From an optimization exercise on the open Yosys and OpenROAD flow, aimed at a short achievable clock period and few clock cycles; shortcuts taken in it are not production practice.
Only simulation tests tie the RTL to the original design; equivalence was not proved.
Power figures rest on the tool's default switching activity, not on a simulated workload.

==> design/flow/design.v <==
module pc(rst, clk, newpc, pc);
input rst, clk;
input [31:0] newpc;
output reg [31:0] pc;
always@(negedge rst or posedge clk)
begin
if (!rst)
	pc <= 0 ;
else
	pc <= newpc ;
end
endmodule
module sign_extend(unextend,extended);
    input  [15:0] unextend;
    output [31:0] extended;
    assign extended = {{16{unextend[15]}}, unextend};
endmodule
module mux_32(m1,m2,sel,out);
    input [31:0] m1,m2;
    input sel;
    output [31:0] out;
    assign out=sel? m2 : m1;
endmodule 
module mux_5(rt,rd,sel,wrt_reg);
    input [4:0] rt,rd;
    input sel;
    output [4:0]wrt_reg;
    assign wrt_reg=sel? rd : rt;
endmodule 
module jump_concat(inst,pc,out_adr);
    input [25:0] inst;
    input [3:0] pc;
    output [31:0] out_adr;
    assign out_adr = {pc,inst <<2};
endmodule
module alu_mips(reg_data1, reg_data2,shamt, control, aluout, zero);
input [31:0] reg_data1,reg_data2;
input [4:0] shamt;
input [3:0] control;
output reg [31:0] aluout;
output zero;
always@(control, reg_data1, reg_data2, shamt)
begin
	case(control)
		4'b0010: aluout=reg_data1+reg_data2;
		4'b0110: aluout=reg_data1-reg_data2;
		4'b0000: aluout=reg_data1&reg_data2;
		4'b0001: aluout=reg_data1|reg_data2;
		4'b1001: aluout=reg_data1^reg_data2;
		4'b1010: aluout=reg_data2<<shamt;
		4'b1100: aluout=reg_data2>>shamt;
		4'b0111: aluout={31'b0, reg_data1<reg_data2};
		default: aluout=reg_data1+reg_data2;
	endcase
end
assign zero=aluout==0?1:0;
endmodule
module control(inst,func,RegWrite,RegDst,AluSrc,Branch,MemWrite,MemRead,MemtoReg,AluOp,jump);
input [5:0] inst;
input [5:0] func;
output RegWrite,RegDst,AluSrc,Branch,MemWrite,MemRead,MemtoReg,jump;
output [3:0] AluOp;
reg [11:0] out;
always@(inst,func)begin
    if(inst==6'b000000)begin  
        if(func==6'b100000) out=12'b110001000100; 
        else if(func==6'b000000)out=12'b110000010100; 
        else if(func==6'b000010)out=12'b110000011000; 
        else if(func==6'b100010)out=12'b110000001100; 
        else if(func==6'b100100)out=12'b110000000000; 
        else if(func==6'b100101)out=12'b110000000010; 
        else if(func==6'b101011)out=12'b110000001110; 
        else out=12'b000000000000;
    end
    else if(inst== 6'b100011) out=12'b101001100100; 
    else if(inst==6'b101011) out=12'b001010000100; 
    else if(inst==6'b000100) out=12'b000100001100; 
    else if (inst==6'b001000) out=12'b101000000100; 
    else if(inst==6'b001101) out=12'b101000000010; 
    else if(inst==6'b000010) out=12'b000000000101; 
    else out=12'b000000000000;
end
assign RegWrite=out[11];
assign RegDst=out[10];
assign AluSrc=out[9];
assign Branch=out[8];
assign MemWrite=out[7];
assign MemRead=out[6];
assign MemtoReg=out[5];
assign AluOp=out[4:1];
assign jump=out[0];
endmodule
module register_mips(rst,clk,regwrite,read_adr1,read_adr2,dst_adr,write_data,readout1,readout2);
    input rst,clk;  
    input regwrite;  
    input [4:0] read_adr1,read_adr2,dst_adr;  
    input [31:0] write_data;  
    output [31:0] readout1, readout2;  
    reg[31:0] register_memory [31:1];  
    parameter size=32;
    integer i;
    always @ (negedge rst or posedge clk)
    begin
        if (!rst) begin
            for (i = 1; i < size; i = i + 1)
                register_memory[i] <= 32'b0;
        end
        else if (regwrite == 1'b1 && dst_adr != 5'd0) begin
            register_memory[dst_adr] <= write_data;
        end
    end
    assign readout1 = (read_adr1 == 5'd0) ? 32'b0 : register_memory[read_adr1];
    assign readout2 = (read_adr2 == 5'd0) ? 32'b0 : register_memory[read_adr2];
endmodule
module mips_cpu(rst,clk,imem_addr,imem_rdata,dmem_addr,dmem_wdata,dmem_we,dmem_rdata);
    input rst,clk;
    output [31:0] imem_addr;    
    input  [31:0] imem_rdata;   
    output [31:0] dmem_addr;    
    output [31:0] dmem_wdata;   
    output        dmem_we;      
    input  [31:0] dmem_rdata;   
    wire[4:0] reg_wrtadr;
    wire [31:0] instruction,read_data1,read_data2,sign_extended,alu_scr2,alu_result,reg_wrtdata,mem_readdata;
    wire [31:0] new_pc,now_pc,next_pc,branced_pc,jump_pc,branch_selected;
    wire alu_zero,is_branced;
    wire RegWrite,RegDst,AluSrc,Branch,MemWrite,MemRead,MemtoReg,jump;
    wire [3:0] AluOp;
    pc p1(rst,clk,new_pc,now_pc);
    jump_concat jcon(instruction[25:0],next_pc[31:28],jump_pc);
    control c1(instruction[31:26],instruction[5:0],RegWrite,RegDst,AluSrc,Branch,MemWrite,MemRead,MemtoReg,AluOp,jump);
    assign imem_addr=now_pc;
    assign instruction=imem_rdata;
    mux_5 regmux(instruction[20:16],instruction[15:11],RegDst,reg_wrtadr);
    register_mips r1(rst,clk,RegWrite,instruction[25:21],instruction[20:16],reg_wrtadr,reg_wrtdata,read_data1,read_data2);
    sign_extend se(instruction[15:0],sign_extended);
    mux_32 alscr(read_data2,sign_extended,AluSrc,alu_scr2);
    alu_mips ALU(read_data1,alu_scr2,instruction[10:6],AluOp,alu_result,alu_zero);
    assign dmem_addr=alu_result;
    assign dmem_wdata=read_data2;
    assign dmem_we=MemWrite;
    assign mem_readdata=dmem_rdata;
    mux_32 memmux(alu_result,mem_readdata,MemtoReg,reg_wrtdata);
    mux_32 bmux(next_pc,branced_pc,is_branced,branch_selected);
    mux_32 jmux(branch_selected,jump_pc,jump,new_pc);
    assign next_pc=now_pc+4;
    assign is_branced=alu_zero&Branch;
    assign branced_pc=(sign_extended<<2)+next_pc;
endmodule
==> design/flow/run.sh <==
#!/bin/bash
# synth_recipe.tcl (not shown) runs the flow's synth.tcl, then flattens the netlist and writes it again
# the make line also repeats each setting of config.mk as NAME=value (left out here)
make -C /OpenROAD-flow-scripts/flow DESIGN_CONFIG=/design/flow/config.mk WORK_HOME=/design/flow/orfs CLKGATE_MAP_FILE= SYNTH_SCRIPT=/design/flow/synth_recipe.tcl finish
==> design/flow/config.mk <==
export PLATFORM = sky130hd
export DESIGN_NAME = mips_cpu
export DESIGN_NICKNAME = mips_cpu
export VERILOG_FILES = /design/flow/design.v
export SDC_FILE = /design/flow/constraint.sdc
export NUM_CORES = 8
export LEC_CHECK = 0
export CAP_MARGIN = 20
export CORE_MARGIN = 2
export CORE_UTILIZATION = 40
export SETUP_SLACK_MARGIN = 0.5
export SLEW_MARGIN = 20
==> design/flow/constraint.sdc <==
create_clock -name core_clock -period 12.0 [get_ports {clk}]
set_input_delay 2.4000 -clock core_clock [delete_from_list [all_inputs] [get_ports {clk}]]
set_output_delay 2.4000 -clock core_clock [all_outputs]
set_load 0.01 [all_outputs]
==> metrics.cfg <==
[logic_synthesis]
synth_flop_cell = dfrtp_1
yosysTopAreaCell = dfrtp_1
synthTopCellsByArea = dfrtp_1 (41%), o21ai_0 (9.1%), nand2_1 (7.6%), and3_1 (4.7%), a22oi_1 (4.4%)
syn_inst = 7486
synth_warnings = 5
ys_top_cells_by_count = nand2_1 (1,262), o21ai_0 (1,123), dfrtp_1 (1,022), clkbuf_1 (607), and3_1 (464)
synth_most_common_cell = nand2_1
synth_area_mm2 = 0.0621
synthArstFlopShare_pct = 100
yosysTopAreaCellShare_pct = 41.2
ys_types = 105
seq_area_frac_synth_pct = 41.2
syn_avg_cell_area_um2 = 8.29
ys_ff_latch = 1022
synth-edff-count = 0

[placement]
dpl.cell_count = 9631
hpwlAfterDp_um = 285000
gp_congestion = 1.08
port_buffers = 160

[floorplan]
die_h_um = 398
die_w_um = 398
rows = 144
coreArea_mm2 = 0.154
io_pins = 163
die-area_mm2 = 0.158
start_util_pct = 40.3

[layout]
nFillCells = 15100
layout.cells.non_filler = 9884
nets = 7905
layout-drive-gt1-share_pct = 14.1
fin_util_pct = 47.9
syn2layout_area_growth_pct = 18.8

[cts]
clockBufferDepth = 3
htreeDepth = 3
ctsHoldBuffers = 0
cts_root_buf = clkbuf_16
clock_latency_ps = 830
cts_sinks = 1022
cts_made_buffers = 111
path_clk_slew_ps = 60
cts_tree = yes

[grt]
grt_overflow_total = 0
grt_use_total_pct = 50.6
grt_pass1_vias = 64900
grt_pass1_wl_um = 555000
antenna_found_initial = 42
grt_max_degree = 168

[setup_path]
crit_fanout = 20
critical_path_buf_inv_count = 13
critPathArrivalTime_ps = 9220
worst_setup_path_start_kind = primary input
cp_common_cell = buf_4
reg2regPathDepth = 35
critPathKind = primary input to primary output
worstPathRequired_ps = 9600
crit_family = buffers and inverters
end_kind = primary output
crit_slowest_cell = nor3b_4
slowest_delay_ps = 570
path_depth = 31

[sta]
skew_ps = 103
rsz0062_at_grt = yes
slew_headroom_pct = 13.4
layout_worst_path_cycle_share_pct = 96.8
worstMarginPinSlew_ps = 1290
setup_viol = 0
period_minus_slack_ps = 11620
clock.fmax_mhz = 86.1
final_hold_viol_count = 0
slew_viol_final = 0

[hold_path]
hold_depth = 2
worstHoldPathType = register to register

[detailed_routing]
num_vias = 71000
ant_nets = 0
vias_per_cell = 7.18
avgRoutedWirePerCell_um = 41.6
drt_iter0_drc = 12900
drtPass1Iterations = 8
routed_wirelength_um = 411000
drcViolationCount = 0

[job]
maxCapViolations = 0

[run_status]
status = complete, no violations

[power]
total_leakage_power_nw = 33.1
ir_worst_vdd_mv = 0.117
p_per_area_mw_per_mm2 = 121

==> where the power goes <==
part,internal (mW),leakage [nW],switching [mW]
combinational,0.586,17.2,1.14
clock,1.94,1.80,1.61
sequential,3.54,14.2,0.127
==> logic make-up after synthesis <==
family | share of synthesized area (%)
xor gates and xnor gates | 0.946
adders and majority gates | 2.65
AOI/OAI and AO/OA | 27.4
and+or+nand+nor | 21.4
DFF | 41.2
other | 0.00604
muxes | 1.28
buffers and inverters | 5.13
==> worst paths after layout <==
| path | endpoint | slack [ps] | startpoint |
|---|---|---|---|
| max | dmem_addr[28] | 380 | imem_rdata[18] |
| min reg2reg | r1.register_memory[8][12] | 500 | r1.register_memory[8][12] |
| max reg2reg | p1.pc[6] | 3960 | r1.register_memory[27][0] |
| max in group asynchronous | r1.register_memory[12][25] | 8030 | rst |
| min | r1.register_memory[8][12] | 500 | r1.register_memory[8][12] |
| min in group asynchronous | r1.register_memory[4][3] | 1590 | rst |
==> final cells by class <==
| class | instances | area, um^2 | share of cell area [%] |
|---|---|---|---|
| multi-input cells | 5648 | 34300 | 46.5 |
| flip-flops and latches | 1022 | 25600 | 34.7 |
| repair buffers | 799 | 7020 | 9.52 |
| clock buffers | 162 | 3180 | 4.31 |
| well taps | 2044 | 2560 | 3.47 |
| clock inverters | 42 | 524 | 0.711 |
| inverters | 128 | 480 | 0.652 |
| diodes | 39 | 97.6 | 0.132 |
==> per-layer routing <==
layer  GRT usage [%]  wire length (um)  share of wire, %
met1            63.5            151000                37
met2            70.9            165000                40
met3            19.7             58600                14
met4            35.3             36200               8.8
met5           0.151               183             0.045
==> timing repair <==
item / CTS / global route
setup endpoints to repair: 13 / 14
buffers inserted: 5 / 3
pin swaps: 5 / 9
gates resized for setup: 26 / 42
==> per-stage QoR <==
step	hold WS, ps	area [um^2]	setup WS (ps)	total power, mW	setup TNS (ps)
6_report	502	73700	382	8.93	0
5_1_grt	521	73600	347	9.15	0
4_1_cts	502	73400	331	8.84	0
3_5_place_dp	488	69600	-437	5.35	-855
3_3_place_gp	481	69600	-878	5.34	-3710
2_1_floorplan	462	62100	1620	4.50	0
==> tightest hold or removal path, stage by stage (launching register included) <==
cell     delay, ps
dfrtp_1        360
nand2_1         50
o21ai_0         60
==> flip-flops by register name, summed over array words and instances, names as in the netlist <==
signal / cells
p1.pc: 30
r1.register_memory: 992
==> cell usage in the layout (no fill, tap or decap), types with 26 or more instances in the layout <==
cell type        count
a2111oi_0          108
a211oi_1            64
a21o_1              51
a21oi_1            223
a221o_1             31
a221oi_1           119
a222oi_1            38
a22o_1              73
a22oi_1            361
and3_1             463
buf_12              48
buf_4              586
clkbuf_1            30
clkbuf_16          111
clkdlybuf4s50_1    145
dfrtp_1           1022
diode_2             39
ha_1               126
inv_1              124
nand2_1           1230
nand2_4             28
nand2b_1            31
nand3_1            206
nand3b_1            28
nand4_1            106
nor2_1             309
nor2_4              34
nor3_1              73
nor4_1              52
o211ai_1            32
o21ai_0           1116
o221ai_1            39
o22ai_1             40
or2_2               26
xnor2_1             35
xor2_1              32
Testbench counts, summed over its fixed seeds: cycles 55,417.

-- afterwards: timing with drivers on the ports --
The flow's constraints put no driver on any port. The routed layout listed below was extracted and timed again, unchanged, in two steps.
Step 1: set_driving_cell puts a clkbuf_16 on clk and a buf_2 on each other input, an assumption about the parent block.
Step 2 times the ports against the registers' clock, not the clock port: input delays grow and output delays shrink by t, the midpoint of the rising clock arrivals with the driver on.
a / b / c = ideal ports / drivers / drivers and shift; a / b = the first two.
t, ns: 0.869
slack for setup (ns): 0.382 / 0.308 / 0.308
worst slew at a driven data input, ns: 0.17
pins driven straight from the clock port: 1
After both steps this run still meets setup and hold. For this run, drivers alone change the setup slack by -0.074 ns; drivers and shift together by -0.074 ns.
